This is an optimization exercise on Yosys and OpenROAD, whose aim is small area, not a production implementation.
Only simulation tests tie the RTL to the original design; equivalence was not proved.
The flow treats the clock pin as an ideal source, which a real chip does not have.
Power and IR drop assume default switching activity.

==> config.mk <==
export PLATFORM = sky130hd
export DESIGN_NAME = SPIMaster
export DESIGN_NICKNAME = SPIMaster
export VERILOG_FILES = /design/flow/design.v
export SDC_FILE = /design/flow/constraint.sdc
export NUM_CORES = 4
export LEC_CHECK = 0
export CAP_MARGIN = 20
export CORE_MARGIN = 2
export CORE_UTILIZATION = 60
export SLEW_MARGIN = 20
==> constraint.sdc <==
create_clock -name core_clock -period 5.0 [get_ports {clk}]
set_input_delay 1.0000 -clock core_clock [delete_from_list [all_inputs] [get_ports {clk}]]
set_output_delay 1.0000 -clock core_clock [all_outputs]
set_load 0.01 [all_outputs]
==> design.v <==
`timescale 1ns / 1ps
module FIFO #(
	parameter WIDTH = 8,
	parameter DEPTH = 8
	)(
	input clk,
	input rst_n,
	input [WIDTH - 1:0] writeData,
	input writeEn,
	input [$clog2(DEPTH) - 1:0] readPtr,
	input [$clog2(DEPTH) - 1:0] readSel,
	input readGate,
	output [WIDTH - 1:0] readData,
	input readEn,
	output full,
	output empty
	);
	localparam AW = $clog2(DEPTH);
	logic [AW - 1:0] writePtr;
	logic lastWrite;
	logic [WIDTH - 1:0] mem [DEPTH - 1:0];
	wire same = writePtr == readPtr;
	assign full = same & lastWrite;
	assign empty = same & ~lastWrite;
	logic [WIDTH - 1:0] readMux;
	always_comb begin
		readMux = 0;
		for (int k = 0; k < DEPTH; k++)
			readMux = readMux | (mem[k] & {WIDTH{readGate & (readSel == k)}});
	end
	assign readData = readMux;
	always @(posedge clk) begin
		if (~rst_n) begin
			writePtr <= 0;
			lastWrite <= 0;
		end else begin
			if (writeEn) writePtr <= writePtr + 1'd1;
			if (writeEn | readEn) lastWrite <= writeEn;
		end
	end
	always @(posedge clk) begin
		if (writeEn) mem[writePtr] <= writeData;
	end
endmodule
module RXFIFO #(
	parameter WIDTH = 8,
	parameter DEPTH = 8
	)(
	input clk,
	input rst_n,
	input shiftBit,
	input shiftEn,
	input commit,
	output [$clog2(DEPTH) - 1:0] writePtrOut,
	output [WIDTH - 1:0] readData,
	input readEn,
	output full,
	output empty
	);
	localparam AW = $clog2(DEPTH);
	logic [WIDTH - 1:0] readDataReg;
	logic [AW - 1:0] readPtr, writePtr;
	logic lastWrite;
	logic [WIDTH - 1:0] mem [DEPTH - 1:0];
	wire same = writePtr == readPtr;
	assign full = same & lastWrite;
	assign empty = same & ~lastWrite;
	assign readData = readDataReg;
	assign writePtrOut = writePtr;
	logic [WIDTH - 1:0] readMux;
	always_comb begin
		readMux = 0;
		for (int k = 0; k < DEPTH; k++)
			readMux = readMux | (mem[k] & {WIDTH{readPtr == k}});
	end
	always @(posedge clk) begin
		if (~rst_n) begin
			readPtr <= 0;
			writePtr <= 0;
			lastWrite <= 0;
			readDataReg <= 0;
		end else begin
			if (commit) writePtr <= writePtr + 1'd1;
			if (commit | readEn) lastWrite <= commit;
			if (readEn) begin
				readPtr <= readPtr + 1'd1;
				readDataReg <= readMux;
			end
		end
	end
	genvar i;
	generate
		for (i = 0; i < DEPTH; i = i + 1) begin : slot
			always @(posedge clk) begin
				if (shiftEn && writePtr == i) mem[i] <= {mem[i][WIDTH - 2:0], shiftBit};
			end
		end
	endgenerate
endmodule
`timescale 1ns / 1ps
module clkPrescale (
		input clk,
		input rst_n,
		input prescaleEn,
		input [7:0] prescale1,
		input [7:0] prescale2,
		output SCKTick
	);
	logic [7:0] count1, count2;
	logic SCKTickReg;
	assign SCKTick = SCKTickReg;
	wire [8:0] next1 = count1 + 1'd1;
	wire match1 = next1[8];
	wire [8:0] next2 = count2 + match1;
	wire match = next2[8];
	always @(posedge clk) begin
		if (~rst_n || ~prescaleEn) begin
			count1 <= ~prescale1;
			count2 <= ~prescale2;
			SCKTickReg <= 0;
		end else begin
			SCKTickReg <= match;
			count1 <= match1 ? ~prescale1 : next1[7:0];
			count2 <= match ? ~prescale2 : next2[7:0];
		end
	end
endmodule
`timescale 1ns / 1ps
module SPIMaster #(
	parameter WIDTH = 8,
	parameter TxFIFODepth = 8,
	parameter RxFIFODepth = 8
	)(
	input clk,
	input rst_n,
    output CS_n,
    output SCK,
    output MOSI,
    input MISO,
	output [WIDTH - 1:0] RXdata,
	input readEn,
	output RXFIFOempty,
	output RXFIFOfull,
	output TXFIFOempty,
	output TXFIFOfull,
	input [WIDTH - 1:0] TXdata,
	input writeEn,
	input startTransaction,
	output doneTransaction,
	input [7:0] prescale1,
	input [7:0] prescale2
	);
	localparam [4:0] IDLE = 5'b00000;
	localparam [4:0] START = 5'b00010;
	localparam [4:0] LOAD = 5'b00100;
	localparam [4:0] END1 = 5'b00101;
	localparam [4:0] END2 = 5'b00011;
	localparam [4:0] SEND0 = 5'b10000;
	localparam [4:0] SENDLAST = 5'b11111;
	logic [4:0] state;
	logic [WIDTH - 1:0] shiftOut;
	wire idle = state == IDLE;
	wire sending = state[4];
	wire active = state[4] | state[0];
	wire inFlight = state[4] | state[2];
	wire lastBit = state == SENDLAST;
	assign CS_n = idle;
	assign doneTransaction = idle;
	assign SCK = state[0];
	assign MOSI = shiftOut[WIDTH - 1] & active;
	logic SCKTick;
	clkPrescale prescaler (
		.clk(clk),
		.rst_n(rst_n),
		.prescaleEn(active),
		.prescale1(prescale1),
		.prescale2(prescale2),
		.SCKTick(SCKTick)
	);
	logic [$clog2(RxFIFODepth) - 1:0] rxWritePtr;
	logic [WIDTH - 1:0] TXFIFOdata;
	FIFO #(.WIDTH(WIDTH), .DEPTH(TxFIFODepth)) TXFIFO (
		.clk(clk),
		.rst_n(rst_n),
		.writeData(TXdata),
		.writeEn(writeEn),
		.readPtr(rxWritePtr + inFlight),
		.readSel(rxWritePtr),
		.readGate(idle),
		.readData(TXFIFOdata),
		.readEn(state == START),
		.full(TXFIFOfull),
		.empty(TXFIFOempty)
	);
	RXFIFO #(.WIDTH(WIDTH), .DEPTH(RxFIFODepth)) RXFIFO (
		.clk(clk),
		.rst_n(rst_n),
		.shiftBit(MISO),
		.shiftEn(SCKTick & sending & ~state[0]),
		.commit(state == END1),
		.writePtrOut(rxWritePtr),
		.readData(RXdata),
		.readEn(readEn),
		.full(RXFIFOfull),
		.empty(RXFIFOempty)
	);
	wire shiftNow = SCKTick & sending & state[0] & ~lastBit;
	wire holdNow = ~idle & ~shiftNow;
	always @(posedge clk)
		shiftOut <= TXFIFOdata | ({shiftOut[WIDTH - 2:0], 1'b0} & {WIDTH{shiftNow}}) | (shiftOut & {WIDTH{holdNow}});
	always @(posedge clk) begin
		if (~rst_n) begin
			state <= IDLE;
		end else begin
			case (state)
				IDLE: if (startTransaction) state <= START;
				START: state <= LOAD;
				LOAD: state <= SEND0;
				END1, END2: state <= SCKTick ? IDLE : END2;
				SENDLAST: state <= END1;
				default: if (sending & SCKTick) state <= state + 1'd1;
			endcase
		end
	end
endmodule
==> flow/run.sh <==
#!/bin/bash
# Standard ORFS layout with smaller port buffers and a clock tree without dummy loads.
set -euo pipefail
export BUFFER_PORTS_ARGS="-buffer_cell sky130_fd_sc_hd__buf_1"
export CTS_ARGS="-sink_clustering_enable -repair_clock_nets -dont_use_dummy_load -sink_clustering_size 100 -sink_clustering_max_diameter 500 -buf_list sky130_fd_sc_hd__clkbuf_4 -root_buf sky130_fd_sc_hd__clkbuf_16"
export LEAF_MAX=10
export POST_CTS_TCL="$PWD/flow/post_cts.tcl"
bash standard.sh > standard_flow.log 2>&1
==> flow/post_cts.tcl <==
# After CTS: a clkbuf_4 that drives more than LEAF_MAX sinks is upsized to clkbuf_8,
# since the extracted wiring makes its sinks' slew exceed what CTS estimated.
set leaf_max $::env(LEAF_MAX)
set changed 0
foreach inst [[ord::get_db_block] getInsts] {
  if {[[$inst getMaster] getName] eq "sky130_fd_sc_hd__clkbuf_4"} {
    set net [[$inst findITerm X] getNet]
    set n [expr {[llength [$net getITerms]] - 1}]
    if {$n > $leaf_max} {
      puts "post_cts: [$inst getName] drives $n sinks, upsizing to clkbuf_8"
      replace_cell [$inst getName] sky130_fd_sc_hd__clkbuf_8
      incr changed
    }
  }
}
if {$changed} {
  detailed_placement
  check_placement -verbose
}
==> standard.sh <==
#!/bin/bash
# synth_recipe.tcl (not shown) runs the flow's synth.tcl, then flattens the netlist and writes it again
# the make line also repeats each setting of config.mk as NAME=value (left out here)
make -C /OpenROAD-flow-scripts/flow DESIGN_CONFIG=/design/flow/config.mk WORK_HOME=/design/flow/orfs CLKGATE_MAP_FILE= SYNTH_SCRIPT=/design/flow/synth_recipe.tcl "${@:-finish}"
==> results of run 1 <==
-- sequential cells by signal, summed over array words and instances (netlist names) --
register,count
RXFIFO.lastWrite,1
RXFIFO.mem,64
RXFIFO.readDataReg,8
RXFIFO.readPtr,3
RXFIFO.writePtr,3
TXFIFO.lastWrite,1
TXFIFO.mem,64
TXFIFO.writePtr,3
prescaler.SCKTickReg,1
prescaler.count1,8
prescaler.count2,8
shiftOut,8
state,5
-- metrics by stage --
stage / hold WS, ns / cell area [sq um] / util, %
floorplan: 0.425 / 7210 / -
global placement: 0.430 / 7440 / 62.7
detailed placement: 0.433 / 7440 / 62.7
global route: 0.458 / 7630 / 64.3
finish: 0.441 / 7630 / 64.3
-- per-layer routing --
layer | share of wire, % | GRT usage, % | vias up
met4 | 1.1 | 7.89 | 0
met5 | 0 | 0 | -
met1 | 43 | 29.7 | 2109
met2 | 52 | 39.7 | 124
li1 | - | - | 2102
met3 | 4.9 | 5.26 | 13
-- cell usage in the layout (no fill, tap or decap), drive strengths merged, types with 4 or more instances in the layout --
cell type,instances
nor2,20
mux2i,11
nand2b,8
a31oi,5
a221oi,7
and2,8
xor2,7
ha,23
o21ai,16
a32oi,6
dfxtp,49
a222oi,24
inv,15
clkbuf,17
and3,11
edfxtp,128
nand4,4
o221a,7
nor2b,8
xnor2,13
buf,49
a22oi,21
nand3,21
a21oi,14
nand2,27
-- worst max-delay path, cell delays in order (launching register included) --
cell and delay (ns):
dfxtp_1 0.43, or2_2 0.32, ha_1 0.18, ha_1 0.19
xnor2_1 0.14, xnor2_1 0.15, nor4b_1 0.27, buf_1 0.19
-- cells by family after synthesis --
logic type               Yosys count  synth area share (%)
AND/OR/NAND/NOR                  118                  8.40
buffers and inverters             49                  2.86
XOR/XNOR                          20                  2.43
flip-flops                       177                  66.9
AO/OA/AOI/OAI                    124                  13.7
multiplexers                      12                  1.68
adder cells (fa/ha/maj)           23                  3.99
-- how the worst max path moves through the flow --
stage | from | end | cells after the start
after floorplan | state[4] | TXFIFOfull | 6
after global placement | state[4] | TXFIFOfull | 6
after detailed placement | state[4] | TXFIFOfull | 7
after global routing | state[4] | TXFIFOfull | 7
final | state[4] | TXFIFOfull | 7
-- power by group --
| part | leakage (uW) | switching (uW) | internal [uW] | total, uW |
|---|---|---|---|---|
| clock network | 0.000104 | 400 | 246 | 646 |
| registers | 0.00156 | 88.2 | 1660 | 1750 |
| logic | 0.000940 | 264 | 209 | 473 |
-- layout make-up --
type / instances / area, sq um / share of cell area (%)
clock buffers: 17 / 189 / 2.48
inverters: 15 / 56.3 / 0.738
multi-input cells: 297 / 2180 / 28.5
flip-flops and latches: 177 / 4820 / 63.2
well taps: 147 / 184 / 2.41
repair buffers: 49 / 199 / 2.61
==> run summary, run 1 <==
Worst setup path:
- The worst setup path is captured at a primary output.
- The startpoint of the worst register-to-register path is prescaler.count1[0].
- Counting cells, the worst reg-to-reg path comes to 9.
- The worst-path maximum fanout is 13.
- STA classifies the critical path startpoint as a flip-flop.
- The worst register-to-register path ends at prescaler.count2[7].
- The critical path class is flip-flop to primary output.
- For the worst setup path, the data required time is 4.00 ns.
- Setup slack on the worst reg-to-reg path comes out at 2.56 ns.
- Data arrives at the worst endpoint at 2.23 ns.

Finish:
- The share of post-route cells with drive strength above 1 is 6.13%.
- The synthesis-to-layout area growth is 5.85%.
- Fill cells in the final layout number 899.
- The final standard cell count with taps included and fillers excluded is 702.
- The number of diodes is 0.
- At the end of the flow, the number of nets in the layout was 610.

Yosys:
- Counting flops and latches in the post-synthesis netlist gives 177.
- The area share of the largest cell type after synthesis is 53.3%.
- During synthesis, Yosys emitted a total of 5 warnings.
- Ranked by total cell area, the synthesized netlist is headed by edfxtp_1 53%, dfxtp_1 14%, ha_1 4.0%, a222oi_1 3.3%, a22oi_1 2.2%.
- After technology mapping, the gate count stands at 523.
- Of all flip-flops after synthesis, the portion carrying an async set or reset was 0%.
- The most common cell in the synthesized netlist is edfxtp_1.
- The post-synthesis cell type with the largest combined area is edfxtp_1.
- The number of synthesized flops with an enable pin is 128.
- The most used flip-flop cell after synthesis is edfxtp_1.
- Counting instances in the post-synthesis netlist gives the leading cell types as 128 x edfxtp_1, 49 x dfxtp_1, 27 x nand2_1.
- The average instance in the mapped netlist occupies 13.8 sq um.
- The post-synth design cell area is 7210 sq um.
- The number of nets handed over by synthesis was 576.
- The share of the Yosys chip area taken by registers is 66.9%.
- After synthesis, the netlist uses 54 different library cells.

Placement:
- Port buffering added 45 buffers.
- Summed over all nets, the half-perimeter wirelength after detailed placement is 9420 um.
- The weighted congestion reported at the end of routability-driven placement is 0.876.
- Once placement completed, the tool counted placed cells totaling 685.
- Before CTS, the worst setup slack after placement is 2.16 ns.

Detailed routing:
- The detailed router's first-iteration violation count is 482.
- The average vias per placed instance is 6.19.
- After detailed routing, the average wire length per cell comes to 19.8 um.
- The number of antenna-violating nets in the routed design is 0.
- The total iterations of the first detailed-routing run is 5.
- The number of remaining DRC errors is 0.
- The number of vias in the routed layout is 4348.
- For this block, the routed nets add up to 13900 um of wire.

Timing:
- Dividing the final minimum period by the clock period gives 64.6%.
- Subtracting the final worst setup slack from the clock period gives 3.23 ns.
- The count of pins over their slew limit is 0.
- At the pin with the least slew margin, the transition time is 0.927 ns.
- The count of final hold-check violations came to 0.
- On the final layout, the worst clock skew is 0.0240 ns.
- The setup slack of the critical path after layout is 1.77 ns.
- Adding up every negative setup slack in the final design gives 0 ns.
- Headroom to the max-slew limit came out at 38.1%.
- Setup repair after global routing left no endpoint under its margin.
- The peak clock frequency supported by timing is 310 MHz.
- Setup violations remaining at the end of the flow were counted as 0.

Min path:
- The worst hold path begins at RXFIFO.mem[5][2].
- The path category of the worst min-delay check is flip-flop to flip-flop.
- The hold-critical path endpoint is RXFIFO.mem[5][3].
- Counting instances, the worst hold path has a depth of 0.

Floorplan:
- The core footprint is 11900 sq um.
- The initialized floorplan defines 40 standard-cell rows.
- The number of top-level pins is 46.
- The die covers 12900 sq um.
- Measured along the y axis, the die boundary spans 114 um.
- For this configuration, the core starts out at a cell density of 60.8%.
- The x dimension of the die is 114 um.

Global routing:
- The total global routing track utilization is 23.3%.
- The number of global-route vias before repair is 4431.
- The global-route congestion overflow total is 0.
- The initial antenna violation count came to 0.
- The maximum number of pins on one net before global-route repair is 28.
- The first-pass GRT wire length is 22700 um.

Job:
- The number of maximum-capacitance violations is 0.

Power:
- The worst supply voltage drop on vdd is 0.237 mV.
- For this design the ratio of total power to cell area is 376 nW/um^2.
- The analysis attributes to cell leakage a power of 0.00261 uW.
- Summing internal, switching and leakage power gives 2870 uW.

Clock network:
- For the worst-skew pair, the clock arrives at the later sink with an insertion delay of 0.37 ns.
- The clock sink count is 177.
- After clock tree synthesis, the clock-pin slew on the worst setup and hold paths is 0.09 ns.
- The TritonCTS clock tree is done.

Outcome:
- The flow ran to the end and the layout has no timing, DRC or antenna violations.
==> inputs of run 2 (changes only) <==
--- a/design.v
+++ b/design.v
@@ -161,3 +161,3 @@
 	logic [WIDTH - 1:0] shiftOut;
-	wire idle = state == IDLE;
+	wire idle = ~(state[4] | state[2] | state[1] | state[0]);
 	wire sending = state[4];
@@ -166,2 +166,5 @@
 	wire lastBit = state == SENDLAST;
+	wire isStart = ~state[4] & state[1] & ~state[0];
+	wire isLoad = ~state[4] & state[2] & ~state[0];
+	wire isEnd = ~state[4] & state[0];
 	assign CS_n = idle;
@@ -190,3 +193,3 @@
 		.readData(TXFIFOdata),
-		.readEn(state == START),
+		.readEn(isStart),
 		.full(TXFIFOfull),
@@ -199,3 +202,3 @@
 		.shiftEn(SCKTick & sending & ~state[0]),
-		.commit(state == END1),
+		.commit(~state[4] & state[2] & state[0]),
 		.writePtrOut(rxWritePtr),
@@ -210,16 +213,15 @@
 		shiftOut <= TXFIFOdata | ({shiftOut[WIDTH - 2:0], 1'b0} & {WIDTH{shiftNow}}) | (shiftOut & {WIDTH{holdNow}});
-	always @(posedge clk) begin
-		if (~rst_n) begin
-			state <= IDLE;
-		end else begin
-			case (state)
-				IDLE: if (startTransaction) state <= START;
-				START: state <= LOAD;
-				LOAD: state <= SEND0;
-				END1, END2: state <= SCKTick ? IDLE : END2;
-				SENDLAST: state <= END1;
-				default: if (sending & SCKTick) state <= state + 1'd1;
-			endcase
-		end
-	end
-endmodule
+	wire t = SCKTick;
+	wire h15 = &state[3:0];
+	wire [4:0] stateNext;
+	assign stateNext[4] = isLoad | (sending & ~h15);
+	assign stateNext[3] = sending & ~h15 & (state[3] ^ (t & state[0] & state[1] & state[2]));
+	assign stateNext[2] = sending ? (h15 | (state[2] ^ (t & state[0] & state[1]))) : isStart;
+	assign stateNext[1] = sending ? (~h15 & (state[1] ^ (t & state[0])))
+	                              : ((idle & startTransaction) | (isEnd & ~t));
+	assign stateNext[0] = sending ? (h15 | (state[0] ^ t)) : (isEnd & ~t);
+	always @(posedge clk) begin
+		if (~rst_n) state <= IDLE;
+		else state <= stateNext;
+	end
+endmodule
==> flow/run.sh (replaced) <==
#!/bin/bash
# The standard ORFS layout (standard.sh), with these changes:
#  - synthesis maps the logic with an area-oriented ABC script (flow/abc_area.script in
#    place of ORFS's abc_speed.script); everything before ABC, the flip-flop mapping
#    included, is unchanged, so the registers are the standard synthesis's;
#  - port buffers are buf_1;
#  - the clock tree is clkbuf_4 leaves under a clkbuf_16 root with no dummy loads, and
#    flow/post_cts.tcl upsizes a leaf that drives more than LEAF_MAX sinks to clkbuf_8.
# Each step's full output goes to a log file in this folder (and ORFS's own logs under orfs/logs).
set -euo pipefail
WORK=$PWD

rm -rf "$WORK/synth_scripts"
cp -r "$FLOW_HOME/scripts" "$WORK/synth_scripts"
cp "$WORK/flow/abc_area.script" "$WORK/synth_scripts/abc_speed.script"

export BUFFER_PORTS_ARGS="-buffer_cell sky130_fd_sc_hd__buf_1"
export CTS_ARGS="-sink_clustering_enable -repair_clock_nets -dont_use_dummy_load -sink_clustering_size 100 -sink_clustering_max_diameter 500 -buf_list sky130_fd_sc_hd__clkbuf_4 -root_buf sky130_fd_sc_hd__clkbuf_16"
export LEAF_MAX=10
export POST_CTS_TCL="$WORK/flow/post_cts.tcl"

bash standard.sh SCRIPTS_DIR="$WORK/synth_scripts" synth > synth.log 2>&1
bash standard.sh finish > layout.log 2>&1
==> flow/abc_area.script (new file) <==
strash
&get -n
&fraig -x
&put
scorr
dc2
strash
dch -f
amap -m -F 4 -A 8
topo
stime -c
dnsize -c
==> run summary, run 2 <==
Timing:
- The peak clock frequency supported by timing is 306 MHz.
- The clock tree skew after final layout is 0.0291 ns.
- The count of final hold-check violations is 0.
- Setup violations remaining at the end of the flow were counted as 0.
- At the pin with the least slew margin, the transition time is 1.00 ns.
- The worst path needs 3.26 ns of the cycle, external delays included.
- In the finished design, the share of the clock period the worst path needs comes to 65.3%.
- The count of pins over their slew limit is 0.
- Setup repair after global routing left no endpoint under its margin.
- In this run the tightest slew margin relative to its limit is 32.9%.
- The final setup TNS is 0 ns.

Power:
- In this run, flip-flops and latches consume 64.5% of the power.
- Of the total power, the clock network draws 25.5%.
- Net switching is 23.4% of the power.
- The static leakage is 0.00238 uW.
- Across the VDD grid, the largest voltage drop is 0.265 mV.
- The combinational share of power is 10.0%.
- The total chip power is 2600 uW.
- The cell area power density is 354 nW/um^2.
- The analysis attributes to net switching a power of 607 uW.
- The total internal power is 1990 uW.

Yosys:
- The number of nets handed over by synthesis was 524.
- For this run, the leading register cell type out of synthesis is edfxtp_1.
- The async set or reset register ratio after synthesis is 0%.
- After synthesis, the cell types taking the most area are edfxtp_1 58%, dfxtp_1 15%, a222oi_1 5.0%, ha_1 3.9%, nor2_1 2.4%.
- The biggest area contributor in the post-synthesis netlist is edfxtp_1.
- After synthesis the netlist holds a flip-flop and latch count of 177.
- The most frequently used cell type in the post-synthesis netlist is edfxtp_1.
- The top cell type by area accounts for 57.8% of the synthesized area.
- The share of synthesized area occupied by flip-flops and latches is 72.5%.
- Synthesis produced 473 cells.
- The number of warnings printed during yosys synthesis is 5.
- The post-synth design cell area is 6660 sq um.
- After synthesis, the mean cell area works out to 14.1 sq um.
- The synthesized netlist contains 27 unique library cells.
- In this run, synthesis inferred 128 flip-flops with an integrated enable.
- The commonest cells after synthesis are 128 x edfxtp_1, 49 x dfxtp_1, 43 x nor2_1.

Detailed routing:
- The wire length per cell after detailed routing is 20.6 um.
- After detailed routing, the total wire length is 14100 um.
- The first detailed-routing pass ran for 5 iterations.
- The detailed router's first-iteration violation count is 428.
- The number of remaining DRC errors is 0.
- Once detail routing completed, the nets flagged for antenna violations numbered 0.
- The average vias per placed instance is 6.21.
- The routed layout has 4251 vias.

Job:
- The number of maximum-capacitance violations is 0.

Floorplan:
- Measured along the x axis, the die boundary spans 109 um.
- The initial cell density of the core is 61.4%.
- 46 I/O pins were placed.
- The y dimension of the die is 109 um.
- The die covers 12000 sq um.
- The floorplan has 38 rows.
- The core footprint is 10800 sq um.

Finish:
- In the final design database the tool counted 597 nets.
- The synthesis-to-layout area growth is 10.1%.
- The largest registers in the layout are RXFIFO.mem (64), TXFIFO.mem (64).
- Once layout is complete, the utilization of the core stands at 67.6%.
- Leaving out fill and tap cells, the most frequent cell in the layout is edfxtp_1.
- The cell area after layout is 7330 sq um.
- The total of fill cells in the finished design is 805.
- The final standard cell count with taps included and fillers excluded is 684.
- The share of post-route cells with drive strength above 1 is 7.17%.
- In the layout the commonest cells are 128 x edfxtp_1, 49 x dfxtp_1, 45 x buf_1, 43 x nor2_1, 38 x clkinv_1.
- The number of diodes is 0.

Global routing:
- The number of global-route vias before repair is 4112.
- The first global-routing pass estimated 21700 um of wire.
- Entering global routing, the biggest net connects 20 pins.
- Across every metal layer, demand over resource in global routing totals 25.2%.
- The global-route congestion overflow total is 0.
- The initial antenna violation count is 0.

Worst setup path:
- The startpoint of the worst register-to-register path is prescaler.count1[0].
- For the worst flop-to-flop path, the logic depth is 16.
- The worst-path maximum fanout is 10.
- The type of destination of the critical path is a flip-flop.
- The worst setup path startpoint is prescaler.count1[0].
- The signal arrival time at the worst endpoint is 3.52 ns.
- The critical path in this run is classified as flip-flop to flip-flop.
- The capture point of the worst path is prescaler.count2[0].
- In this run the register-to-register setup slack is 1.74 ns.
- The critical path launch point type is a flip-flop.
- For the worst setup path, the data required time is 5.26 ns.
- The endpoint of the most critical register-to-register path is prescaler.count2[0].

Placement:
- The weighted congestion reported at the end of routability-driven placement is 0.823.
- The total cell area at the placement stage is 7090 sq um.
- The placed cell count is 666.
- The HPWL after detailed placement is 9650 um.
- The count of port buffers added during placement is 45.

Clock network:
- The clock sink count is 177.
- At the later pin of the worst-skew pair, clock insertion delay measures 0.38 ns.
- TritonCTS built the clock tree.
- After clock tree synthesis, the clock-pin slew on the worst setup and hold paths is 0.10 ns.

Min path:
- The worst hold path passes through 0 cells.
- The min-delay analysis places its worst path in the category flip-flop to flip-flop.

Outcome:
- The flow ran to the end and the layout has no timing, DRC or antenna violations.
[run 2: cell count changes after synthesis, sizes merged, moves of 13 or more]
cell    change
xnor2      -13
nor2       +23
inv        -15
clkbuf     -21
nand3      -16
clkinv     +38
nor3       +23
[run 2: metal layers]
metal | GRT usage, % | wire length (um) | part of all wire, %
met1 | 31.1 | 5690 | 40
met2 | 44.3 | 7400 | 53
met3 | 4.80 | 679 | 4.8
met4 | 9.31 | 294 | 2.1
met5 | 0 | 0 | 0
[run 2: power by group through the flow]
stage	combinational, uW	sequential [uW]	clock, uW
detailed placement	259	1710	0
global route	290	1680	734
global placement	252	1710	0
finish	259	1670	663
floorplan	170	1700	0
[run 2: logic make-up after synthesis]
kind of cell	after synthesis	share of synthesized area, %
AO/OA/AOI/OAI	126	14.0
adder cells (fa/ha/maj)	21	3.95
AND/OR/NAND/NOR	110	7.31
buffers and inverters	39	2.26
flip-flops	177	72.5
[run 2: per-stage QoR]
step | setup WS, ns | hold slack [ns]
global route | 1.31 | 0.446
floorplan | 2.21 | 0.421
finish | 1.74 | 0.431
detailed placement | 1.75 | 0.436
global placement | 1.91 | 0.432
[run 2: how the worst min path moves through the flow]
stage / startpoint / endpoint / slack, ns
floorplan: TXFIFO.mem[2][0] / shiftOut[0] / 0.42
global placement: RXFIFO.mem[0][4] / RXFIFO.mem[0][5] / 0.43
detailed placement: RXFIFO.mem[1][0] / RXFIFO.mem[1][1] / 0.44
global route: RXFIFO.mem[2][3] / RXFIFO.mem[2][4] / 0.45
finish: RXFIFO.mem[2][3] / RXFIFO.mem[2][4] / 0.43
[run 2: final cells by class]
type	instances	area, sq um	share of cell area, %
Tap cell	140	175	2.39
Inverter	38	143	1.95
Sequential cell	177	4820	65.9
Clock buffer	17	201	2.75
Timing Repair Buffer	55	241	3.30
Multi-Input combinational cell	257	1740	23.8
[run 2: critical path, stage by stage, from the launching register on]
cell and delay (ns):
dfxtp_1 0.37, ha_1 0.19, nand2_1 0.07, nor2_1 0.15
nand2_1 0.08, nor2_1 0.12, and2_0 0.17, ha_1 0.18
ha_1 0.17, clkinv_1 0.08, nor3_1 0.29, and3_1 0.22
nand2_1 0.08, o21ai_0 0.38, clkinv_1 0.36, nand2_1 0.14
o21ai_0 0.08
==> inputs of run 3 (changes only) <==
--- a/flow/run.sh
+++ b/flow/run.sh
@@ -5,2 +5,3 @@
 #    included, is unchanged, so the registers are the standard synthesis's;
+#  - no half/full adder cells (ADDER_MAP_FILE empty): ABC maps adders with the rest;
 #  - port buffers are buf_1;
@@ -21,3 +22,3 @@
 
-bash standard.sh SCRIPTS_DIR="$WORK/synth_scripts" synth > synth.log 2>&1
+bash standard.sh SCRIPTS_DIR="$WORK/synth_scripts" ADDER_MAP_FILE= synth > synth.log 2>&1
 bash standard.sh finish > layout.log 2>&1
--- a/config.mk
+++ b/config.mk
@@ -7,5 +7,5 @@
 export LEC_CHECK = 0
-export CAP_MARGIN = 20
+export CAP_MARGIN = 0
 export CORE_MARGIN = 2
-export CORE_UTILIZATION = 60
-export SLEW_MARGIN = 20
+export CORE_UTILIZATION = 70
+export SLEW_MARGIN = 0
==> run summary, run 3 <==
Detailed routing:
- For this block, the initial DRC count from the detailed router was 421.
- The number of vias in the routed layout is 4265.
- The number of antenna-violating nets in the routed design is 0.
- The number of remaining DRC errors is 0.
- The first TritonRoute pass finished after 5 iterations.
- The post-detailed-routing wire length is 13200 um.
- In the final routed layout, each cell accounts on average for 21.1 um.
- In the routed layout, each cell is associated on average with a via count of 6.81.

Yosys:
- The count of different cell masters after synthesis is 28.
- The number of warnings printed during yosys synthesis is 5.
- The post-synthesis cell type with the largest combined area is edfxtp_1.
- Yosys attributes the largest share of cell area to edfxtp_1 60%, dfxtp_1 15%, a222oi_1 3.9%, nor2_1 2.9%, a22oi_1 2.0%.
- The share of synthesized area occupied by flip-flops and latches is 75.0%.
- In this run, synthesis inferred 128 flip-flops with an integrated enable.
- The most frequently used cell type in the post-synthesis netlist is edfxtp_1.
- Each instance of the synthesized netlist takes up on average 14.3 sq um.
- The async set or reset register ratio after synthesis is 0%.
- In this run the biggest area consumer among cell types represents 59.7% of the synthesized area.
- The register bit count reported by yosys is 177.
- The cell count after synthesis is 450.
- The post-synth design cell area is 6440 sq um.
- The number of nets handed over by synthesis was 480.
- Among all flip-flop cells after synthesis, the most frequent one is edfxtp_1.
- In the synthesized netlist, the cells that appear most often are 128 x edfxtp_1, 49 x dfxtp_1, 49 x nor2_1.

Worst setup path:
- For this run, the slowest stage of the critical path takes 0.90 ns.
- Walking the worst path, the cells encountered are nor2_1 > clkinv_1 > nor3_1 > clkinv_1 > nor3_1 > a222oi_1 > o2111ai_1.
- The count of buffer and inverter cells on the critical path is 2.
- The worst setup path is captured at a flip-flop.
- The largest delay contributor family on the critical path is simple AND/OR/NAND/NOR gates.
- The required time reported for the critical path endpoint is 5.28 ns.
- The signal arrival time at the worst endpoint is 3.37 ns.
- Along the worst path, the maximum fanout reaches 8.
- The setup path with the least slack is of type flip-flop to flip-flop.
- The critical path launch point type is a flip-flop.
- Among all stages on the critical path, the largest delay is contributed by nor3_1.

Clock network:
- The clock latency of the later-clocked register in the worst-skew pair is 0.37 ns.
- TritonCTS built the clock tree.
- After clock tree synthesis, the clock-pin slew on the worst setup and hold paths is 0.09 ns.
- The clock sink count is 177.

Power:
- The switching power share of the total is 21.4%.
- IR analysis of the VDD net gives a maximum drop of 0.192 mV.
- The clock network burns 26.3% of the power.
- Internal power comes to 1910 uW.
- The static leakage is 0.00219 uW.
- In this run the power density over the cells is 348 nW/um^2.
- In this run the power spent charging and discharging nets is 519 uW.
- Total power for the finished layout comes to 2430 uW.
- The combinational share of power is 6.3%.
- Sequential cells burn 67.3% of the power.

Global routing:
- Global routing finished with a remaining overflow of 0.
- The global routing met3 resource utilization is 6.96%.
- The initial antenna violation count was 0.
- For this run, the total global-route usage over all layers was measured as 27.9%.
- The met2 usage is 44.2%.
- The number of global-route vias before repair came to 4169.
- The busiest layer in global routing is met2.
- Global routing consumed, on the met1 layer, 37.7% of the routing resources.
- The first-pass GRT wire length is 20700 um.
- The maximum number of pins on one net before global-route repair is 19.

Timing:
- The pin slew with the least headroom to its limit is 1.29 ns.
- The count of pins over their slew limit is 0.
- Adding up every negative setup slack in the final design gives 0 ns.
- Setup repair after global routing left no endpoint under its margin.
- The count of final hold-check violations is 0.
- Across the routed clock network, the largest skew measured is 0.0248 ns.
- The setup-violating endpoint count in the final report is 0.
- The clock period minus worst slack is 3.08 ns.
- After layout, the worst path uses 61.6% of the clock period.
- The setup slack of the critical path after layout is 1.92 ns.
- Derived from the worst setup path, the maximum achievable clock frequency is 324 MHz.
- The relative slew slack is 13.2%.

Finish:
- The net count of the finished layout is 550.
- The post-route core utilization is 79.2%.
- The largest registers in the layout are RXFIFO.mem (64), TXFIFO.mem (64).
- The share of post-route cells with drive strength above 1 is 4.63%.
- In the layout the commonest cells are 128 x edfxtp_1, 49 x dfxtp_1, 49 x nor2_1, 45 x buf_1, 27 x clkinv_1.
- The final standard cell count with taps included and fillers excluded is 626.
- Relative to the synthesized area, the layout overhead comes to 8.36%.
- The number of diodes is 0.
- The library cell used most frequently in the layout, excluding fill and tap cells, is edfxtp_1.

Placement:
- Buffers placed on the I/O ports in this run total 45.
- The worst slack after detailed placement is 2.08 ns.
- At the end of routability-driven placement, the weighted congestion stood at 0.872.
- Once placement completed, the tool counted placed cells totaling 609.
- After legalization and detailed placement, the total HPWL measured 9270 um.

Min path:
- In this run the worst hold path is classified as flip-flop to flip-flop.

Outcome:
- The run finished with no timing, DRC or antenna violations.

Floorplan:
- The row count is 34.
- The y dimension of the die is 99.9 um.
- For this configuration, the core starts out at a cell density of 73.1%.
- The die area is 9980 sq um.
- 46 I/O pins were placed.
- The x dimension of the die is 99.9 um.
- The core region is 8810 sq um.

Job:
- The number of maximum-capacitance violations is 0.
-- run 3: cell count changes after synthesis, moves of 8 or more --
| cell | delta |
|---|---|
| and3_1 | +8 |
| ha_1 | -21 |
| clkinv_1 | -11 |
| o32ai_1 | +11 |
| a222oi_1 | -8 |
| o22ai_1 | -11 |
-- run 3: per-stage QoR --
stage,instance area [sq um],hold slack [ns]
2_1_floorplan,6440,0.425
3_3_place_gp,6790,0.428
3_5_place_dp,6790,0.437
5_1_grt,6970,0.442
6_report,6970,0.432
-- run 3: cell families (layout without fill, tap and decap cells) --
family / after synthesis / after routing / share of synthesized area, %
AOI/OAI and AO/OA: 127 / 127 / 15.0
buffers and inverters: 28 / 96 / 1.69
DFF: 177 / 177 / 75.0
and+or+nand+nor: 118 / 118 / 8.30
-- run 3: layout make-up --
| class | count | area, sq um |
|---|---|---|
| fill | 515 | 1830 |
| timing repair buffer | 52 | 221 |
| multi-input combinational | 245 | 1500 |
| sequential | 177 | 4820 |
| clock buffer | 17 | 189 |
| inverter | 27 | 101 |
| tap | 108 | 135 |
-- run 3: worst paths after layout --
path	end	cells after the start	startpoint	slack [ns]
max	shiftOut[1]	7	state[4]	1.92
min	RXFIFO.mem[4][5]	0	RXFIFO.mem[4][4]	0.43
max reg2reg	shiftOut[1]	7	state[4]	1.92
min reg2reg	RXFIFO.mem[4][5]	0	RXFIFO.mem[4][4]	0.43
-- run 3: layer usage --
layer	share of wire [%]	vias to the layer above
li1	-	1965
met1	40	2048
met2	48	223
met3	9.3	29
met4	2.2	0
met5	0	-
-- run 3: power groups by stage --
stage	Sequential [uW]	Combinational, uW	Clock, uW
finish	1630	153	639
global route	1640	170	690
detailed placement	1670	152	0
global placement	1670	144	0
floorplan	1660	94.1	0
==> inputs of run 4 (changes only) <==
--- a/config.mk
+++ b/config.mk
@@ -9,3 +9,3 @@
 export CORE_MARGIN = 2
-export CORE_UTILIZATION = 70
+export CORE_UTILIZATION = 60
 export SLEW_MARGIN = 0
==> run summary, run 4 <==
Finish:
- The register area is 4820 sq um.
- The post-route core utilization is 67.8%.
- After routing the design area is 7030 sq um.
- Summing all multi-input logic gate instances after layout gives 1500 sq um.
- Of the cells placed in the final design, the portion with a size suffix greater than 1 is 4.82%.
- The largest registers in the layout are RXFIFO.mem (64), TXFIFO.mem (64).
- Relative to the synthesized area, the layout overhead comes to 9.21%.
- The repair_antennas step left the layout with diodes totalling 0.
- In the layout the commonest cells are 128 x edfxtp_1, 49 x dfxtp_1, 49 x nor2_1, 45 x buf_1, 27 x clkinv_1.
- The most common library cell in the layout ignoring fill and taps is edfxtp_1.
- The final standard cell count with taps included and fillers excluded is 655.
- The net count of the finished layout is 551.
- The total of fill cells in the finished design is 752.

Worst setup path:
- The worst setup path is launched from a flip-flop.
- The cell count of the worst reg-to-reg path is 8.
- The worst setup path is captured at a primary output.
- The required time reported for the critical path endpoint is 4.00 ns.
- The signal arrival time at the worst endpoint is 2.13 ns.
- Of all nets on the critical path, the largest fanout is 10.
- The critical path is of the flip-flop to primary output type.

Floorplan:
- The x dimension of the die is 108 um.
- The die area is 11600 sq um.
- The floorplan step defined a core boundary enclosing 10400 sq um.
- The row count is 37.
- Once the floorplan was initialized, standard cells occupied 62.1% of the core.
- Pin placement for this block handled 46 I/O pins.
- The die is 108 um tall.

Clock network:
- Clock-pin slew was measured on the worst setup and hold paths at 0.10 ns.
- The clock latency of the later-clocked register in the worst-skew pair is 0.39 ns.
- The clock sink count is 177.
- The TritonCTS clock tree is done.

Timing:
- After layout, the worst path uses 62.7% of the clock period.
- The count of pins over their slew limit is 0.
- Once routing completed, OpenROAD measured the worst setup slack at 1.87 ns.
- Setup repair after global routing left no endpoint under its margin.
- The setup-violating endpoint count in the final report is 0.
- The clock period minus worst slack is 3.13 ns.
- Adding up every negative setup slack in the final design gives 0 ns.
- The count of final hold-check violations is 0.
- The worst pin sits at a relative slew slack of 19.5%.
- The pin slew with the least headroom to its limit is 1.20 ns.
- The clock tree skew after final layout is 0.0323 ns.
- Static timing analysis puts the maximum clock frequency at 319 MHz.

Yosys:
- Of all flip-flops after synthesis, the portion carrying an async set or reset was 0%.
- A synthesized cell averages 14.3 sq um.
- The number of nets handed over by synthesis was 480.
- The cell area that synthesis handed to floorplanning was 6440 sq um.
- The most used flip-flop cell after synthesis is edfxtp_1.
- Of the synthesized area, sequential elements account for 75.0%.
- Synthesis handed over a netlist of 450 instances.
- The synthesized netlist contains 28 unique library cells.
- The register bit count reported by yosys is 177.
- The number of warnings printed during yosys synthesis is 5.
- Of all cell types, the one taking the most synthesized area is edfxtp_1.
- Summed over its instances, the top area cell type makes up 59.7% of the synthesized netlist area.
- Sorting the synthesized cells by area gives the leading types as edfxtp_1 60%, dfxtp_1 15%, a222oi_1 3.9%, nor2_1 2.9%, a22oi_1 2.0%.
- The most frequently used cell type in the post-synthesis netlist is edfxtp_1.
- The commonest cells after synthesis are 128 x edfxtp_1, 49 x dfxtp_1, 49 x nor2_1.
- Counting flops with a built-in enable in the synthesized netlist gives 128.

Detailed routing:
- Dividing the detail-routed wire length by the instance count gives 20.4 um.
- In the routed layout, each cell is associated on average with a via count of 6.39.
- The detailed router's first-iteration violation count is 422.
- The number of remaining DRC errors is 0.
- The post-detailed-routing wire length is 13400 um.
- The total iterations of the first detailed-routing run is 7.
- The number of antenna-violating nets in the routed design is 0.
- The number of vias in the routed layout is 4187.

Placement:
- The weighted congestion reported at the end of routability-driven placement is 0.889.
- The total cell area at the placement stage is 6830 sq um.
- The placed cell count is 638.
- In this run the tool buffered the top-level ports with 45 buffer cells.
- The HPWL after detailed placement is 9340 um.
- OpenSTA, run right after detailed placement, puts the worst setup slack at 1.96 ns.

Min path:
- Along the worst hold path, the cell count comes to 0.
- The path category of the worst min-delay check is flip-flop to flip-flop.

Power:
- For this design the static power due to leakage is 0.00220 uW.
- Power spread over the standard cell area amounts to 348 nW/um^2.
- The worst supply voltage drop on vdd is 0.219 mV.

Global routing:
- The global routing met3 resource utilization is 7.26%.
- The maximum number of pins on one net before global-route repair is 19.
- The first-pass GRT wire length is 21000 um.
- The global routing stage identified its most utilized layer as met2.
- The initial antenna violation count is 0.
- The total global routing track utilization is 24.9%.
- The met1 layer usage reported by global route is 34.6%.
- The number of global-route vias before repair is 4087.
- For this run the aggregate overflow at the end of global routing stands at 0.
- For this run, global-route usage on met2 was measured as 38.0%.

Outcome:
- The run finished with no timing, DRC or antenna violations.

Job:
- The number of maximum-capacitance violations is 0.
-- run 4: cell families after synthesis --
family                 Yosys count  synth area share, %
AO/OA/AOI/OAI                  127                 15.0
flip-flops                     177                 75.0
buffers and inverters           28                 1.69
AND/OR/NAND/NOR                118                 8.30
-- run 4: area by class of cell --
cell class / instances / area share, %
clock buffer: 17 / 2.87
inverter: 27 / 1.44
multi-input combinational: 245 / 21.4
sequential: 177 / 68.6
tap: 136 / 2.42
timing repair buffer: 53 / 3.26
-- run 4: critical path: stages, from the launching register on --
cell and delay (ns):
dfxtp_1 0.52, clkinv_1 0.27, nor2_1 0.22, nand2_1 0.10
o21ai_0 0.19, o2111ai_1 0.15, nor2b_1 0.13, buf_1 0.16
-- run 4: layer usage --
metal,up-vias,part of all wire (%),wire (um)
met2,165,47,6310
met5,-,0,0
met1,2031,44,5900
met3,22,7.4,995
li1,1969,-,-
met4,0,1.4,184
-- run 4: worst paths after layout --
path | startpoint | endpoint | slack, ns
setup / recovery | RXFIFO.writePtr[0] | TXFIFOfull | 1.87
hold / removal | RXFIFO.mem[3][1] | RXFIFO.mem[3][2] | 0.44
setup reg to reg | state[4] | shiftOut[0] | 1.92
hold reg to reg | RXFIFO.mem[3][1] | RXFIFO.mem[3][2] | 0.44
-- run 4: power by group --
part	internal (uW)	switching, uW
clock network	263	396
logic	55.7	98.5
registers	1610	26.5
-- run 4: stage by stage --
stage                     power [uW]  hold WS [ns]
after floorplan                 1760         0.425
after global placement          1810         0.429
after detailed placement        1820         0.437
after global routing            2540         0.446
final                           2450         0.438
==> inputs of run 5 (changes only) <==
--- a/flow/run.sh
+++ b/flow/run.sh
@@ -8,3 +8,3 @@
 #  - the clock tree is clkbuf_4 leaves under a clkbuf_16 root with no dummy loads, and
-#    flow/post_cts.tcl upsizes a leaf that drives more than LEAF_MAX sinks to clkbuf_8.
+#    flow/post_cts.tcl upsizes a leaf that drives more than LEAF_MAX sinks to buf_6.
 # Each step's full output goes to a log file in this folder (and ORFS's own logs under orfs/logs).
--- a/flow/abc_area.script
+++ b/flow/abc_area.script
@@ -7,2 +7,6 @@
 strash
+if -K 4
+mfs2 -W 4
+strash
+dc2
 dch -f
--- a/flow/post_cts.tcl
+++ b/flow/post_cts.tcl
@@ -1,2 +1,3 @@
-# After CTS: a clkbuf_4 that drives more than LEAF_MAX sinks is upsized to clkbuf_8,
+# After CTS: a clkbuf_4 that drives more than LEAF_MAX sinks is upsized to buf_6
+# (about the drive of clkbuf_8 in less area),
 # since the extracted wiring makes its sinks' slew exceed what CTS estimated.
@@ -9,4 +10,4 @@
     if {$n > $leaf_max} {
-      puts "post_cts: [$inst getName] drives $n sinks, upsizing to clkbuf_8"
-      replace_cell [$inst getName] sky130_fd_sc_hd__clkbuf_8
+      puts "post_cts: [$inst getName] drives $n sinks, upsizing to buf_6"
+      replace_cell [$inst getName] sky130_fd_sc_hd__buf_6
       incr changed
--- a/config.mk
+++ b/config.mk
@@ -9,3 +9,3 @@
 export CORE_MARGIN = 2
-export CORE_UTILIZATION = 60
+export CORE_UTILIZATION = 70
 export SLEW_MARGIN = 0
==> run summary, run 5 <==
Outcome:
- The run finished with no timing, DRC or antenna violations.

Yosys:
- Of all cell types, the one taking the most synthesized area is edfxtp_1.
- In the post-synthesis netlist, the biggest area contributors are edfxtp_1 60%, dfxtp_1 15%, a222oi_1 5.3%, nor2_1 2.6%, o32ai_1 1.9%.
- The post-synth design cell area is 6410 sq um.
- The number of warnings printed during yosys synthesis is 5.
- Sequential cells were found to cover 75.2% of the synthesized design area.
- The per-instance average area after synthesis is 14.5 sq um.
- The number of synthesized flops with an enable pin is 128.
- The synthesized netlist contains 28 unique library cells.
- The area share of the largest cell type after synthesis is 59.9%.
- The most used flip-flop cell after synthesis is edfxtp_1.
- In the post-synthesis netlist, the cell with the most instances is edfxtp_1.
- The async set or reset register ratio after synthesis is 0%.
- Counting instances in the post-synthesis netlist gives the leading cell types as 128 x edfxtp_1, 49 x dfxtp_1, 44 x nor2_1.
- The register bit count reported by yosys is 177.
- The cell count after synthesis is 442.
- Counting every net in the synthesized netlist gives 472.

Floorplan:
- The y dimension of the die is 99.7 um.
- The row count is 34.
- The x dimension of the die is 99.7 um.
- The die area is 9950 sq um.
- The number of top-level pins is 46.
- Once the floorplan was initialized, standard cells occupied 72.8% of the core.
- The region available for standard cell placement spans 8810 sq um.

Placement:
- The HPWL after detailed placement is 9250 um.
- The count of port buffers added during placement is 45.
- The weighted congestion reported at the end of routability-driven placement is 0.834.
- In this run, placement finished with an instance count of 608.
- The total cell area at the placement stage is 6820 sq um.

Detailed routing:
- The wire length per cell after detailed routing is 21.3 um.
- Summed over all layers, the routed wires come to 13300 um.
- The total iterations of the first detailed-routing run is 7.
- The number of remaining DRC errors is 0.
- The detailed router's first-iteration violation count is 373.
- The number of vias in the routed layout is 4246.
- After detailed routing, the number of vias per cell comes to 6.79.
- In this run the remaining antenna-violating nets after routing total 0.

Worst setup path:
- The worst setup path is captured at a primary output.
- The reg-to-reg setup timing slack is 1.84 ns.
- The worst-path maximum fanout is 13.
- The startpoint of the worst register-to-register path is state[4].
- The critical path launch point type is a flip-flop.
- The worst setup path is of the flip-flop to primary output kind.
- The signal arrival time at the worst endpoint is 2.32 ns.
- For the worst setup path, the data required time is 4.00 ns.
- In this run the critical register-to-register path is captured at shiftOut[5].
- The cell count of the worst reg-to-reg path is 9.

Power:
- The share of total power dissipated in combinational logic is 6.5%.
- Summed over all cells, the static leakage comes to 0.00219 uW.
- The share of total power in the clock network is 25.3%.
- Sequential cells burn 68.2% of the power.
- Dividing total power by cell area gives a power density of 344 nW/um^2.
- The worst supply voltage drop on vdd is 0.277 mV.
- Net switching is 21.6% of the power.
- In this run the power spent charging and discharging nets is 517 uW.
- The total internal power is 1880 uW.
- The total chip power is 2400 uW.

Timing:
- Setup repair after global routing left no endpoint under its margin.
- Setup violations remaining at the end of the flow were counted as 0.
- The count of final hold-check violations was 0.
- The relative slew slack is 12.5%.
- The count of pins over their slew limit came to 0.
- The pin slew with the least headroom to its limit is 1.30 ns.
- In the final timing run, aggregate negative setup slack is 0 ns.
- Of the available clock period, the critical path in the final layout requires 66.4%.
- Counting I/O delays and the setup requirement, the final critical path takes 3.32 ns.
- The clock tree skew after final layout is 0.0514 ns.
- The peak clock frequency supported by timing is 301 MHz.

Global routing:
- Global routing used 39.6% of the available met1 tracks.
- The global routing met3 resource utilization is 7.17%.
- The total global routing track utilization is 28.4%.
- The first global-routing pass estimated 21100 um of wire.
- The maximum number of pins on one net before global-route repair is 19.
- The busiest layer in global routing is met2.
- The initial antenna violation count is 0.
- For this run, global-route usage on met2 was measured as 44.2%.
- The number of global-route vias before repair came to 4143.
- For this run the aggregate overflow at the end of global routing stands at 0.

Finish:
- After the last flow step, the layout net total stands at 549.
- 0 antenna diodes ended up in the layout.
- In the layout the commonest cells are 128 x edfxtp_1, 49 x dfxtp_1, 45 x buf_1, 44 x nor2_1, 34 x a222oi_1.
- The synthesis-to-layout area growth is 8.82%.
- Once layout is complete, the cells apart from fillers number 625.
- At the end of the flow the core is filled with cells to 79.3%.
- The cell area after layout is 6980 sq um.
- Leaving out fill and tap cells, the most frequent cell in the layout is edfxtp_1.
- The largest registers in the layout are RXFIFO.mem (64), TXFIFO.mem (64).
- The share of post-route cells with drive strength above 1 is 6.00%.

Clock network:
- The TritonCTS clock tree is done.
- The clock transition time at the flip-flop clock pins of the worst setup and hold paths is 0.10 ns.
- The clock latency of the later-clocked register in the worst-skew pair is 0.36 ns.
- For this design, the sink count on the clock tree is 177.

Job:
- Max-cap violations in this run came to 0.

Min path:
- The path with the worst hold slack has its endpoint at RXFIFO.mem[1][3].
- The hold path startpoint is RXFIFO.mem[1][2].
- The number of cells on the worst hold path is 0.
- The tightest min-delay check is of the flip-flop to flip-flop type.
## run 5: changes by cell type after synthesis, moves of 3 or more
cell,before,now
a21oi_1,14,9
a221oi_1,11,8
a222oi_1,25,34
a22oi_1,17,8
nand3_1,10,6
nand4_1,4,8
nor2_1,49,44
nor4_1,0,6
o2111ai_1,4,0
## run 5: critical path, cell delays in order (launching register included)
cell	delay (ns)
dfxtp_1	0.61
clkinv_1	0.32
o22ai_1	0.29
nor2_1	0.06
a211oi_1	0.21
o21ai_0	0.17
nor2b_1	0.14
buf_1	0.16
## run 5: cell type report
type	count	area, sq um
flip-flops and latches	177	4820
fillers	523	1830
multi-input cells	238	1490
repair buffers	59	274
clock buffers	17	164
well taps	108	135
inverters	26	97.6
## run 5: worst max path at each step
stage	from	to	cells past startpoint
floorplan	state[4]	shiftOut[4]	8
global placement	writeEn	TXFIFO.mem[1][4]	5
detailed placement	state[4]	shiftOut[5]	9
global route	RXFIFO.writePtr[2]	TXFIFOfull	7
finish	RXFIFO.writePtr[2]	TXFIFOfull	7
## run 5: cells by family (layout without fill, tap and decap cells)
kind of cell,Yosys count,in the layout,synth area share (%)
AOI/OAI and AO/OA,115,115,14.1
buffers and inverters,27,102,1.64
DFF,177,177,75.2
and+or+nand+nor,123,123,9.05
## run 5: routing by layer
metal | vias to the layer above | share of wire (%) | wire, um
met5 | - | 0 | 0
met4 | 0 | 1.7 | 225
met3 | 21 | 8.9 | 1190
met2 | 219 | 48 | 6330
met1 | 2044 | 42 | 5540
li1 | 1962 | - | -
## run 5: stage by stage
step	worst slack, ns	hold slack, ns
6_report	1.68	0.417
3_3_place_gp	2.03	0.427
3_5_place_dp	1.93	0.435
2_1_floorplan	2.38	0.421
5_1_grt	1.50	0.436
## run 5: power by group through the flow
stage | logic (uW) | registers [uW] | clock network (uW)
final | 155 | 1640 | 608
after global placement | 147 | 1670 | 0
after detailed placement | 153 | 1670 | 0
after floorplan | 93.5 | 1660 | 0
after global routing | 173 | 1640 | 664
==> inputs of run 6 (changes only) <==
--- a/flow/run.sh
+++ b/flow/run.sh
@@ -6,2 +6,3 @@
 #  - no half/full adder cells (ADDER_MAP_FILE empty): ABC maps adders with the rest;
+#  - nor3_1 and nor4_1 are not used;
 #  - port buffers are buf_1;
@@ -17,2 +18,5 @@
 
+# nor3_1 and nor4_1 have small max-capacitance limits; when ABC uses them to drive the
+# 8 bits of a FIFO slot the resizer must add a buffer. The platform's list is appended to this.
+export DONT_USE_CELLS="sky130_fd_sc_hd__nor3_1 sky130_fd_sc_hd__nor4_1"
 export BUFFER_PORTS_ARGS="-buffer_cell sky130_fd_sc_hd__buf_1"
==> run summary, run 6 <==
Yosys:
- The count of different cell masters after synthesis is 28.
- In the synthesized netlist, the number of instances is 442.
- Ranked by instance count, the synthesized netlist is headed by 128 x edfxtp_1, 49 x dfxtp_1, 44 x nor2_1.
- The area share of the largest cell type after synthesis is 59.9%.
- Sorting the synthesized cells by area gives the leading types as edfxtp_1 60%, dfxtp_1 15%, a222oi_1 5.3%, nor2_1 2.6%, o32ai_1 1.9%.
- The synthesized design spends more area on one cell type than any other, namely edfxtp_1.
- The post-synth design cell area is 6410 sq um.
- The most frequently used cell type in the post-synthesis netlist is edfxtp_1.
- The number of warnings printed during yosys synthesis is 5.
- The most used flip-flop cell after synthesis is edfxtp_1.
- The register bit count reported by yosys is 177.
- The async set or reset register ratio after synthesis is 0%.
- For this run, the register share of the synthesized area comes to 75.2%.
- A synthesized cell averages 14.5 sq um.
- The synthesized design contains 128 enable-type register cells.
- The number of nets in the synthesized netlist is 472.

Detailed routing:
- The number of remaining DRC errors is 0.
- The average vias per placed instance is 6.79.
- The number of antenna-violating nets in the routed design is 0.
- The routed layout has 4246 vias.
- The total iterations of the first detailed-routing run is 7.
- The post-detailed-routing wire length is 13300 um.
- The detailed router's first-iteration violation count is 373.
- In the final routed layout, each cell accounts on average for 21.3 um.

Floorplan:
- Measured along the y axis, the die boundary spans 99.7 um.
- The die covers 9950 sq um.
- The initial cell density of the core is 72.8%.
- The row count is 34.
- The core footprint is 8810 sq um.
- The number of top-level pins is 46.
- The x dimension of the die is 99.7 um.

Min path:
- The path category of the worst min-delay check is flip-flop to flip-flop.

Global routing:
- For this run, the total global-route usage over all layers was measured as 28.4%.
- The first global-routing pass estimated 21100 um of wire.
- Global routing finished with a remaining overflow of 0.
- The number of global-route vias before repair is 4143.
- The maximum number of pins on one net before global-route repair is 19.
- The initial antenna violation count came to 0.

Finish:
- The total of fill cells in the finished design is 523.
- The register area is 4820 sq um.
- The post-route core utilization is 79.3%.
- 0 antenna diodes ended up in the layout.
- The cell area after layout is 6980 sq um.
- Summing all multi-input logic gate instances after layout gives 1490 sq um.
- In the layout the commonest cells are 128 x edfxtp_1, 49 x dfxtp_1, 45 x buf_1, 44 x nor2_1, 34 x a222oi_1.
- Compared with the post-synthesis result, the final layout area differs by 8.82%.
- The library cell used most frequently in the layout, excluding fill and tap cells, is edfxtp_1.
- The net count of the finished layout is 549.
- The largest registers in the layout are RXFIFO.mem (64), TXFIFO.mem (64).
- The share of post-route cells with drive strength above 1 is 6.00%.

Placement:
- Once placement finished, the instance area stood at 6820 sq um.
- The count of port buffers added during placement is 45.
- The weighted congestion reported at the end of routability-driven placement is 0.834.
- The HPWL after detailed placement is 9250 um.
- The worst slack after detailed placement is 1.93 ns.

Outcome:
- The flow ran to the end and the layout has no timing, DRC or antenna violations.

Worst setup path:
- Among cell families on the critical path, the largest total delay comes from compound AO/OA/AOI/OAI gates.
- STA puts the critical path data required time at 4.00 ns.
- The signal arrival time at the worst endpoint is 2.32 ns.
- In this design, the stage delay of the slowest critical-path cell is 0.61 ns.
- The critical path is of the flip-flop to primary output type.
- STA classifies the critical path startpoint as a flip-flop.
- The count of buffer and inverter cells on the critical path is 2.
- The worst-path maximum fanout is 13.
- For this design, the slowest cell found on the critical path is dfxtp_1.
- The type of destination of the critical path is a primary output.
- The signal on the critical path passes through clkinv_1 > o22ai_1 > nor2_1 > a211oi_1 > o21ai_0 > nor2b_1 > buf_1.

Timing:
- The relative slew slack is 12.5%.
- The setup-violating endpoint count in the final report is 0.
- For the final routed database, the setup TNS stands at 0 ns.
- Final hold analysis gives a worst-case slack of 0.417 ns.
- The clock period minus worst slack is 3.32 ns.
- Across the routed clock network, the largest skew measured is 0.0514 ns.
- The pin slew with the least headroom to its limit is 1.30 ns.
- Based on the critical path, the design can be clocked at up to 301 MHz.
- The count of pins over their slew limit is 0.
- The count of final hold-check violations is 0.
- The setup slack of the critical path after layout is 1.68 ns.
- After layout, the worst path uses 66.4% of the clock period.
- Setup repair after global routing left no endpoint under its margin.

Job:
- The tool flagged a number of max-cap violations equal to 0.

Power:
- The static leakage is 0.00219 uW.
- The worst supply voltage drop on vdd is 0.277 mV.
- Power spread over the standard cell area amounts to 344 nW/um^2.

Clock network:
- The TritonCTS clock tree is done.
- The later pin in the worst-skew pair is clocked with a latency of 0.36 ns.
- The clock sink count is 177.
- The clock transition time at the flip-flop clock pins of the worst setup and hold paths is 0.10 ns.
-- run 6: cell counts after synthesis --
No cell type changed its count.
-- run 6: worst paths after layout --
check	slack, ns	startpoint	depth (start not counted)	to
max	1.68	RXFIFO.writePtr[2]	7	TXFIFOfull
min	0.42	RXFIFO.mem[1][2]	0	RXFIFO.mem[1][3]
max reg2reg	1.84	state[4]	9	shiftOut[5]
min reg2reg	0.42	RXFIFO.mem[1][2]	0	RXFIFO.mem[1][3]
-- run 6: area by class of cell --
| type | count | area share [%] |
|---|---|---|
| clock buffer | 17 | 2.35 |
| multi-input combinational | 238 | 21.3 |
| timing repair buffer | 59 | 3.93 |
| tap | 108 | 1.94 |
| inverter | 26 | 1.40 |
| sequential | 177 | 69.1 |
-- run 6: logic make-up (layout without fill, tap and decap cells) --
kind of cell	count (synthesis)	in the layout	synth area share (%)
AOI/OAI and AO/OA	115	115	14.1
buffers and inverters	27	102	1.64
DFF	177	177	75.2
and+or+nand+nor	123	123	9.05
-- run 6: layer usage --
layer	wire length (um)	global-route usage (%)	part of all wire [%]
met5	0	0	0
met4	225	10.5	1.7
met3	1190	7.17	8.9
met2	6330	44.2	48
met1	5540	39.6	42
-- run 6: per-stage QoR --
stage / total power (uW) / cells
5_1_grt: 2480 / 625
3_5_place_dp: 1820 / 608
6_report: 2400 / 625
2_1_floorplan: 1760 / 442
3_3_place_gp: 1810 / 608
-- run 6: where the power goes --
| part | total (uW) | internal [uW] | switching (uW) |
|---|---|---|---|
| clock network | 608 | 217 | 391 |
| registers | 1640 | 1610 | 26.9 |
| logic | 155 | 55.7 | 99.5 |
==> inputs of run 7 (changes only) <==
--- a/flow/run.sh
+++ b/flow/run.sh
@@ -6,3 +6,3 @@
 #  - no half/full adder cells (ADDER_MAP_FILE empty): ABC maps adders with the rest;
-#  - nor3_1 and nor4_1 are not used;
+#  - synthesis does not use nor3_1 and nor4_1;
 #  - port buffers are buf_1;
@@ -18,5 +18,6 @@
 
-# nor3_1 and nor4_1 have small max-capacitance limits; when ABC uses them to drive the
-# 8 bits of a FIFO slot the resizer must add a buffer. The platform's list is appended to this.
-export DONT_USE_CELLS="sky130_fd_sc_hd__nor3_1 sky130_fd_sc_hd__nor4_1"
+# Synthesis's don't-use list: the platform's, plus nor3_1 and nor4_1, whose small
+# max-capacitance limits make the resizer buffer them when ABC has them drive the
+# 8 bits of a FIFO slot.
+SYNTH_DONT_USE="$(tr '\n' ' ' < "$WORK/flow/synth_dont_use.txt")"
 export BUFFER_PORTS_ARGS="-buffer_cell sky130_fd_sc_hd__buf_1"
@@ -26,3 +27,3 @@
 
-bash standard.sh SCRIPTS_DIR="$WORK/synth_scripts" ADDER_MAP_FILE= synth > synth.log 2>&1
+bash standard.sh SCRIPTS_DIR="$WORK/synth_scripts" ADDER_MAP_FILE= DONT_USE_CELLS="$SYNTH_DONT_USE" synth > synth.log 2>&1
 bash standard.sh finish > layout.log 2>&1
==> flow/synth_dont_use.txt (new file) <==
sky130_fd_sc_hd__lpflow_bleeder_1
sky130_fd_sc_hd__lpflow_clkbufkapwr_1
sky130_fd_sc_hd__lpflow_clkbufkapwr_16
sky130_fd_sc_hd__lpflow_clkbufkapwr_2
sky130_fd_sc_hd__lpflow_clkbufkapwr_4
sky130_fd_sc_hd__lpflow_clkbufkapwr_8
sky130_fd_sc_hd__lpflow_clkinvkapwr_1
sky130_fd_sc_hd__lpflow_clkinvkapwr_16
sky130_fd_sc_hd__lpflow_clkinvkapwr_2
sky130_fd_sc_hd__lpflow_clkinvkapwr_4
sky130_fd_sc_hd__lpflow_clkinvkapwr_8
sky130_fd_sc_hd__lpflow_decapkapwr_12
sky130_fd_sc_hd__lpflow_decapkapwr_3
sky130_fd_sc_hd__lpflow_decapkapwr_4
sky130_fd_sc_hd__lpflow_decapkapwr_6
sky130_fd_sc_hd__lpflow_decapkapwr_8
sky130_fd_sc_hd__lpflow_inputiso0n_1
sky130_fd_sc_hd__lpflow_inputiso0p_1
sky130_fd_sc_hd__lpflow_inputiso1n_1
sky130_fd_sc_hd__lpflow_inputiso1p_1
sky130_fd_sc_hd__lpflow_inputisolatch_1
sky130_fd_sc_hd__lpflow_isobufsrc_1
sky130_fd_sc_hd__lpflow_isobufsrc_16
sky130_fd_sc_hd__lpflow_isobufsrc_2
sky130_fd_sc_hd__lpflow_isobufsrc_4
sky130_fd_sc_hd__lpflow_isobufsrc_8
sky130_fd_sc_hd__lpflow_isobufsrckapwr_16
sky130_fd_sc_hd__lpflow_lsbuf_lh_hl_isowell_tap_1
sky130_fd_sc_hd__lpflow_lsbuf_lh_hl_isowell_tap_2
sky130_fd_sc_hd__lpflow_lsbuf_lh_hl_isowell_tap_4
sky130_fd_sc_hd__lpflow_lsbuf_lh_isowell_4
sky130_fd_sc_hd__lpflow_lsbuf_lh_isowell_tap_1
sky130_fd_sc_hd__lpflow_lsbuf_lh_isowell_tap_2
sky130_fd_sc_hd__lpflow_lsbuf_lh_isowell_tap_4
sky130_fd_sc_hd__probe_p_8
sky130_fd_sc_hd__probec_p_8
sky130_fd_sc_hd__nor3_1
sky130_fd_sc_hd__nor4_1
==> run summary, run 7 <==
Worst setup path:
- The largest delay contributor family on the critical path is compound AO/OA/AOI/OAI gates.
- The slowest stage of the critical path belongs to the cell dfxtp_1.
- Along the worst path, the maximum fanout reaches 9.
- STA puts the critical path data arrival time at 2.12 ns.
- The number of buffers and inverters on the critical path is 2.
- The reg-to-reg setup timing slack is 2.39 ns.
- The critical path launch point type is a flip-flop.
- The critical path goes through clkinv_1 > o22ai_1 > nor2_1 > a211oi_1 > o21ai_0 > nor2b_1 > buf_1.
- The type of destination of the critical path is a primary output.

Yosys:
- In the synthesized netlist the dominant register cell turns out to be edfxtp_1.
- The most frequently used cell type in the post-synthesis netlist is edfxtp_1.
- Yosys printed 5 warnings.
- The share of the Yosys chip area taken by registers is 74.9%.
- After Yosys synthesis, and, or, nand and nor cells account for 9.00% of the synthesized area.
- The post-synth net total is 473.
- The post-synthesis share of cell area spent on full adders, half adders and majority gates is 0%.
- The post-synthesis mux area share is 0%.
- The post-synthesis compound-gate area fraction is 14.4%.
- After synthesis, the largest area contributor takes up 59.7% of total cell area.
- Summed over all instances, the cell type with the most area after synthesis is edfxtp_1.
- After synthesis, the largest family of logic cells by area is compound AO/OA/AOI/OAI gates.

Timing:
- Setup repair after global routing left no endpoint under its margin.
- Headroom to the max-slew limit came out at 34.4%.
- Adding up every negative setup slack in the final design gives 0 ns.
- The count of final hold-check violations came to 0.
- On the final layout, the worst clock skew is 0.0595 ns.
- The pin slew with the least headroom to its limit is 0.980 ns.
- The count of pins over their slew limit is 0.
- The clock period minus worst slack is 3.12 ns.
- After layout, the worst path uses 62.5% of the clock period.

Global routing:
- Entering global routing, the biggest net connects 20 pins.
- In the global route stage, met1 resource usage came out at 40.8%.
- The busiest layer in global routing is met2.
- The first global-routing pass estimated 21400 um of wire.
- Global routing consumed, on the met2 layer, 43.3% of the routing resources.
- The total global routing track utilization is 28.8%.

Placement:
- The weighted congestion reported at the end of routability-driven placement is 0.864.
- The count of port buffers added during placement is 45.
- The placed cell count is 595.

Min path:
- The tightest min-delay check is of the flip-flop to flip-flop type.
- In this run the most critical hold path is launched from RXFIFO.mem[4][2].

Power:
- The total internal power is 1910 uW.
- Combinational logic is responsible for 6.3% of the overall power.
- The clock network burns 26.5% of the power.
- The worst supply voltage drop on vdd is 0.208 mV.
- The cell area power density is 352 nW/um^2.
- The static leakage is 0.00223 uW.

Finish:
- The net count of the finished layout is 536.
- After routing the design area is 6910 sq um.
- The number of antenna diodes in the final layout is 0.
- Compared with the post-synthesis result, the final layout area differs by 7.38%.
- The top cell types in the final layout, fill and taps aside, are 128 x edfxtp_1, 51 x nor2_1, 49 x dfxtp_1, 45 x buf_1, 34 x a222oi_1.
- The largest registers in the layout are RXFIFO.mem (64), TXFIFO.mem (64).
- Excluding fillers, the count of instances in the completed layout stands at 612.
- In the final layout, the share of cells above drive strength 1 is 3.37%.

Clock network:
- The clock sink count is 177.
- The later pin in the worst-skew pair is clocked with a latency of 0.38 ns.
- The clock transition time at the flip-flop clock pins of the worst setup and hold paths is 0.10 ns.

Detailed routing:
- The wire length per cell after detailed routing is 22.4 um.
- The number of vias in the routed layout is 4269.
- Wires add up to 13700 um.
- The pre-antenna-repair detailed-routing pass consisted of 8 iterations.
- The average vias per placed instance is 6.98.
- The number of antenna-violating nets in the routed design is 0.

Floorplan:
- After floorplanning, the core was divided into 34 placement rows.
- The total area inside the core boundary comes to 8810 sq um.
- The floorplan step set the die height to 99.9 um.
- Measured along the x axis, the die boundary spans 99.9 um.
- For this design the top-level I/O count stands at 46.

Outcome:
- The run finished with no timing, DRC or antenna violations.

Job:
- Max-cap violations in this run came to 0.
-- run 7: changes by cell type in the layout (fill, tap and decap cells not counted), moves of 4 or more --
| cell | delta |
|---|---|
| nor3_1 | -23 |
| clkbuf_4 | -4 |
| nor2_1 | +7 |
| nor4_1 | -6 |
| and3_1 | +17 |
| nand3_1 | +5 |
| buf_4 | -14 |
| buf_6 | +4 |
-- run 7: logic make-up (layout without fill, tap and decap cells) --
| logic type | after synthesis | count (layout) |
|---|---|---|
| DFF | 177 | 177 |
| and+or+nand+nor | 122 | 122 |
| AOI/OAI and AO/OA | 117 | 117 |
| buffers and inverters | 27 | 88 |
-- run 7: worst register-to-register path: cells and delay by family (launching register included) --
kind / cells / cell delay, ns
flip-flops: 1 / 0.36
AO/OA/AOI/OAI: 2 / 0.65
AND/OR/NAND/NOR: 7 / 1.43
-- run 7: cell type report --
class	instances	area [sq um]
sequential	177	4820
fill	533	1890
multi-input combinational	239	1510
clock buffer	17	179
timing repair buffer	45	169
tap	108	135
inverter	26	97.6
-- run 7: power groups by stage --
stage | combinational [uW] | sequential [uW] | clock (uW)
after global placement | 143 | 1670 | 0
final | 153 | 1640 | 646
after floorplan | 94.0 | 1660 | 0
after global routing | 168 | 1640 | 699
after detailed placement | 150 | 1670 | 0
-- run 7: final timing paths --
path,end,cells after the start
hold reg to reg,RXFIFO.mem[4][3],0
hold / removal,RXFIFO.mem[4][3],0
setup / recovery,TXFIFOfull,7
setup reg to reg,prescaler.count2[4],9
-- run 7: routing by layer --
metal | vias to the layer above | wire (um)
met5 | - | 0
li1 | 1938 | -
met3 | 40 | 1340
met4 | 0 | 420
met2 | 265 | 6290
met1 | 2026 | 5660
-- run 7: per-stage QoR --
step | worst slack, ns | power, uW | hold WS, ns
after floorplan | 2.62 | 1760 | 0.421
after detailed placement | 2.08 | 1820 | 0.433
after global placement | 2.15 | 1810 | 0.429
final | 1.88 | 2440 | 0.411
after global routing | 1.70 | 2510 | 0.422
